Source: an optimization exercise on an open RTL-to-GDS flow (aim: small area). Production flows keep margins and buffers that such runs may drop.
Where RTL was checked, it was by simulation tests only, not by an equivalence proof against the original.
Power figures rest on the tool's default switching activity, not on a simulated workload.

Design labyrinth_car, start of the top module:
module labyrinth_car
(
	input  		 clk	,
	input  		 rst	,	 
	input  		 echoR,
	input  		 echoL,
	input  		 echoM,
	output 		 trigR,	 
	output 		 trigL,
	output 		 trigM,
	output 		 Tx	,
	output [3:0] motors_PWM,
	output 		 led,
	output 		 buzzer
);
Size in the first run: roughly 1600 cells after synthesis, ~0.012 mm² of cells after synthesis.
clock: 10.0 ns
lec_check: 0
abc_area: 1
cap_margin: 20
core_margin: 2
core_utilization: 60
cts_buf_list: sky130_fd_sc_hd__clkbuf_8
cts_cluster_diameter: 50
cts_cluster_size: 20
slew_margin: 20
run.sh (not shown) runs the stock make flow with config.mk's settings and CLKGATE_MAP_FILE= SYNTH_SCRIPT=/design/flow/synth_recipe.tcl, a recipe that flattens the netlist after the stock synthesis.
The baseline went through all stages and came out clean.
==> next run, changes <==
- CTS_BUF_LIST: sky130_fd_sc_hd__clkbuf_8 -> default
- CTS_CLUSTER_DIAMETER: 50 -> default
- CTS_CLUSTER_SIZE: 20 -> default
Effect:
- via count is about the same
- power is higher by a few percent
- cell count is lower slightly
- register-to-register slack gains 0.04 ns
- die area is unchanged
- combinational power barely changes
==> next run, changes <==
==> flow/flow/run.sh (new file) <==
#!/bin/bash
# Layout flow: the standard synthesis, then the combinational logic between the
# registers mapped again by ABC for area (the registers, their names and cell types are
# kept as the standard synthesis made them), then the rest of the standard flow.
# Each tool's output goes to a log of its own in this folder.
set -euo pipefail
R=orfs/results/$FLOW_PLATFORM/labyrinth_car/base
PLAT=$FLOW_HOME/platforms/$FLOW_PLATFORM
LIB=$PLAT/lib/sky130_fd_sc_hd__tt_025C_1v80.lib
YOSYS=$(command -v yosys || echo /OpenROAD-flow-scripts/tools/install/yosys/bin/yosys)

bash standard.sh synth > 1_standard_synth.log 2>&1
cp $R/1_2_yosys.v 1_standard_netlist.v

# the platform's don't-use cells
DU=$(sed -n '/DONT_USE_CELLS += /,/^#/p' $PLAT/config.mk | grep -o 'sky130_fd_sc_hd__[a-z0-9_]*' | sed 's/^/-dont_use /' | tr '\n' ' ')

# read each combinational cell as its function and each register cell as a black box,
# flatten the combinational cells into logic and map that logic again
$YOSYS -p "read_liberty -ignore_miss_func $LIB; \
  blackbox sky130_fd_sc_hd__df* sky130_fd_sc_hd__edf* sky130_fd_sc_hd__sdf* sky130_fd_sc_hd__sedf* sky130_fd_sc_hd__dl*; \
  read_verilog 1_standard_netlist.v; hierarchy -top $FLOW_TOP; flatten; opt_clean -purge; \
  techmap; opt -fast; \
  abc -script flow/area.abc -liberty $LIB $DU; opt_clean -purge; \
  hilomap -singleton -hicell sky130_fd_sc_hd__conb_1 HI -locell sky130_fd_sc_hd__conb_1 LO; \
  splitnets; opt_clean -purge; stat -liberty $LIB; \
  write_verilog -noattr -nohex -nodec 1_remapped_netlist.v" > 1_remap.log 2>&1

cp 1_remapped_netlist.v $R/1_2_yosys.v
bash standard.sh finish > 2_standard_finish.log 2>&1
==> flow/flow/area.abc (new file) <==
strash
&get -n
&deepsyn -T 30
&put
dch -f
amap
==> flow/standard.sh (new file) <==
#!/bin/bash
# synth_recipe.tcl (not shown) runs the flow's synth.tcl, then flattens the netlist and writes it again
# the make line also repeats each setting of config.mk as NAME=value (left out here)
make -C /OpenROAD-flow-scripts/flow DESIGN_CONFIG=/design/flow/config.mk WORK_HOME=/design/flow/orfs CLKGATE_MAP_FILE= SYNTH_SCRIPT=/design/flow/synth_recipe.tcl "${@:-finish}"
- CTS_BUF_LIST: default -> sky130_fd_sc_hd__clkbuf_4
- CTS_CLUSTER_DIAMETER: default -> 40
- CTS_CLUSTER_SIZE: default -> 12
removed: flow/run.sh
Worst setup slack got worse by 0.16 ns.
Total power goes up by 2.2%.
Flip-flop and latch count stays the same.
Clock skew rose by 0.013 ns.
First-iteration DRC count goes down by 25%.
Routed wire length decreases by 30%.
Cell area went down by 22%.
Combinational power climbs to 2.7 times its value.
Global-route usage drops by 2.2 points.
Critical path depth drops by 2.
Function was not checked in any run of this note: the RTL went through the layout flow alone.

== cedar ==
Another version of the RTL of labyrinth_car (not shown whole).
Size: ~970 cells after synthesis, ~15 I/O pins.
Design labyrinth_car, start of the top module:
module labyrinth_car
(
	input  		 clk	,
	input  		 rst	,	 
	input  		 echoR,
	input  		 echoL,
	input  		 echoM,
	output 		 trigR,	 
	output 		 trigL,
	output 		 trigM,
	output 		 Tx	,
	output [3:0] motors_PWM,
	output 		 led,
	output 		 buzzer
);
wire [ 7:0] dataTransmit;
wire 		TxEnable;
wire [11:0] widthR, widthL, widthM;
wire 		riseR, riseL, riseM;
wire [ 2:0]	duty;
wire 		perEnd, trig;
wire [ 3:0] IN;
UART_Tx UART_Transmitter(
	.i_Clock(clk)        	,
	.i_Reset(rst)        	,
	.i_TX_DV(TxEnable)     	,
	.i_TX_Byte(dataTransmit),
	.o_TX_Serial(Tx)
);
algoritamKretanja AK
(
	.clk(clk)		,
	.rst(rst)		,
	.USR(widthR),
	.USL(widthL),
	.USM(widthM),
	.riseR(riseR)	,
	.riseL(riseL)	,
	.riseM(riseM)	,
	.TxEnable(TxEnable)	,
	.TxData(dataTransmit),
	.duty(duty),
	.led(led)
);
hcsr04 UltrasonicR (.clk(clk), .rst(rst), .echoPin(echoR), .perEnd(perEnd), .width(widthR), .fall(), .M_end(), .rise(riseR));
hcsr04 UltrasonicL (.clk(clk), .rst(rst), .echoPin(echoL), .perEnd(perEnd), .width(widthL), .fall(), .M_end(), .rise(riseL));
hcsr04 UltrasonicM (.clk(clk), .rst(rst), .echoPin(echoM), .perEnd(perEnd), .width(widthM), .fall(), .M_end(), .rise(riseM));
PWM_generator PWM
(
	.clk(clk)	,
	.rst(rst)	,
	.duty(duty)	,
	.perEnd(perEnd),
	.trig(trig),
	.IN(IN)
);
assign trigR = trig;
assign trigL = trig;
assign trigM = trig;
assign motors_PWM = {IN[3:1], 1'b0};
assign buzzer = led;	 
endmodule
Settings: LEC_CHECK=0, ABC_AREA=1, CAP_MARGIN=20, CORE_MARGIN=2, CORE_UTILIZATION=70, SLEW_MARGIN=20; clock period 10.0 ns.
standard.sh (not shown) runs the stock make flow with config.mk's settings and CLKGATE_MAP_FILE= SYNTH_SCRIPT=/design/flow/synth_recipe.tcl, a recipe that flattens the netlist after the stock synthesis.
==> flow/flow/run.sh <==
#!/bin/bash
# Layout flow: the standard synthesis, then the combinational logic between the
# registers mapped again by ABC for area (the registers, their names and cell types are
# kept as the standard synthesis made them), then the rest of the standard flow.
# Each tool's output goes to a log of its own in this folder.
set -euo pipefail
R=orfs/results/$FLOW_PLATFORM/labyrinth_car/base
PLAT=$FLOW_HOME/platforms/$FLOW_PLATFORM
LIB=$PLAT/lib/sky130_fd_sc_hd__tt_025C_1v80.lib
YOSYS=$(command -v yosys || echo /OpenROAD-flow-scripts/tools/install/yosys/bin/yosys)

bash standard.sh synth > 1_standard_synth.log 2>&1
cp $R/1_2_yosys.v 1_standard_netlist.v

# the platform's don't-use cells
DU=$(sed -n '/DONT_USE_CELLS += /,/^#/p' $PLAT/config.mk | grep -o 'sky130_fd_sc_hd__[a-z0-9_]*' | sed 's/^/-dont_use /' | tr '\n' ' ')

# read each combinational cell as its function and each register cell as a black box,
# flatten the combinational cells into logic and map that logic again
$YOSYS -p "read_liberty -ignore_miss_func $LIB; \
  blackbox sky130_fd_sc_hd__df* sky130_fd_sc_hd__edf* sky130_fd_sc_hd__sdf* sky130_fd_sc_hd__sedf* sky130_fd_sc_hd__dl*; \
  read_verilog 1_standard_netlist.v; hierarchy -top $FLOW_TOP; flatten; opt_clean -purge; \
  techmap; opt -fast; \
  abc -script flow/area.abc -liberty $LIB $DU; opt_clean -purge; \
  hilomap -singleton -hicell sky130_fd_sc_hd__conb_1 HI -locell sky130_fd_sc_hd__conb_1 LO; \
  splitnets; opt_clean -purge; stat -liberty $LIB; \
  write_verilog -noattr -nohex -nodec 1_remapped_netlist.v" > 1_remap.log 2>&1

cp 1_remapped_netlist.v $R/1_2_yosys.v
bash standard.sh finish BUFFER_PORTS_ARGS="-buffer_cell sky130_fd_sc_hd__buf_1" CTS_ARGS="-sink_clustering_enable -repair_clock_nets -sink_clustering_size 11 -sink_clustering_max_diameter 50 -buf_list sky130_fd_sc_hd__clkbuf_4 -dont_use_dummy_load" > 2_standard_finish.log 2>&1
==> flow/flow/area.abc <==
strash
&get -n
&deepsyn -T 30
&put
dch -f
amap
In summary, cedar completed successfully, with a layout that passed the timing, DRC and antenna checks.
Inputs modified between cedar and oak:
- a change of CORE_UTILIZATION from 70 to 60
- an added CTS_CLUSTER_DIAMETER of 40
- an added CTS_CLUSTER_SIZE of 12
- an added CTS_BUF_LIST of sky130_fd_sc_hd__clkbuf_4
diff --git a/flow/flow/run.sh b/flow/flow/run.sh
--- a/flow/flow/run.sh
+++ b/flow/flow/run.sh
@@ -28,3 +28,3 @@
 
 cp 1_remapped_netlist.v $R/1_2_yosys.v
-bash standard.sh finish BUFFER_PORTS_ARGS="-buffer_cell sky130_fd_sc_hd__buf_1" CTS_ARGS="-sink_clustering_enable -repair_clock_nets -sink_clustering_size 11 -sink_clustering_max_diameter 50 -buf_list sky130_fd_sc_hd__clkbuf_4 -dont_use_dummy_load" > 2_standard_finish.log 2>&1
+bash standard.sh finish BUFFER_PORTS_ARGS="-buffer_cell sky130_fd_sc_hd__buf_1" CTS_ARGS="-sink_clustering_enable -repair_clock_nets -sink_clustering_size 12 -sink_clustering_max_diameter 40 -buf_list sky130_fd_sc_hd__clkbuf_4 -dont_use_dummy_load" > 2_standard_finish.log 2>&1
Results
The detailed-routed wire length on met2 of oak exceeds that of cedar by about 3.3%.
Higher number of nets in the finished design was reported by oak, not cedar.
Changes observed in oak relative to cedar: maximum frequency has decreased; hold violation count in the final report stayed essentially flat.
oak | stages: all done | timing, DRC, antenna: all pass
Per the final summary, cedar finished and its layout is clean on timing, DRC and antenna.
oak: total leakage power about 0.8% above cedar
Diff cedar -> oak: via count climbed 108; HPWL reported at the end of detailed placement now larger; core occupancy in the finished layout decreased by 10 points relative to the old numbers.
The clock period minus final worst setup slack in oak was higher than what cedar gave.
Going from cedar to oak, area inside the core boundary now larger; total power draw now larger.

## port drivers added, routing unchanged
The flow's constraints put no driver on any port. The routed layouts listed below were extracted and timed again, unchanged, in two steps.
Step 1: set_driving_cell puts a clkbuf_16 on clk and a buf_2 on each other input, an assumption about the parent block.
Step 2, shift: input delay + t, output delay - t, t = (earliest + latest rising clock arrival at the registers) / 2. This alone moves slack from input paths to output paths.
a / b / c = ideal / step 1 / step 2; a / b = the first two.
run | t (ns) | setup WS [ns] | clock arrival spread, ns | worst register clock-pin slew, ns | worst slew at a driven data input, ns
the first run of note 1 | 0.631 | 5.784 / 5.740 / 6.090 | 0.040 / 0.041 | 0.10 / 0.10 | 0.04
the second run of note 1 | 0.571 | 5.853 / 5.804 / 6.103 | 0.017 / 0.017 | 0.06 / 0.06 | 0.04
the third run of note 1 | 0.685 | 5.695 / 5.659 / 5.715 | 0.029 / 0.028 | 0.12 / 0.12 | 0.03
cedar | 0.625 | 5.731 / 5.698 / 5.469 | 0.059 / 0.059 | 0.12 / 0.12 | 0.03
oak | 0.657 | 5.697 / 5.660 / 5.436 | 0.057 / 0.057 | 0.12 / 0.12 | 0.03
After both steps setup and hold are still met in every run listed. The setup slack of cedar, which loses most, moves by -0.033 ns with the drivers and by -0.262 ns with both steps.
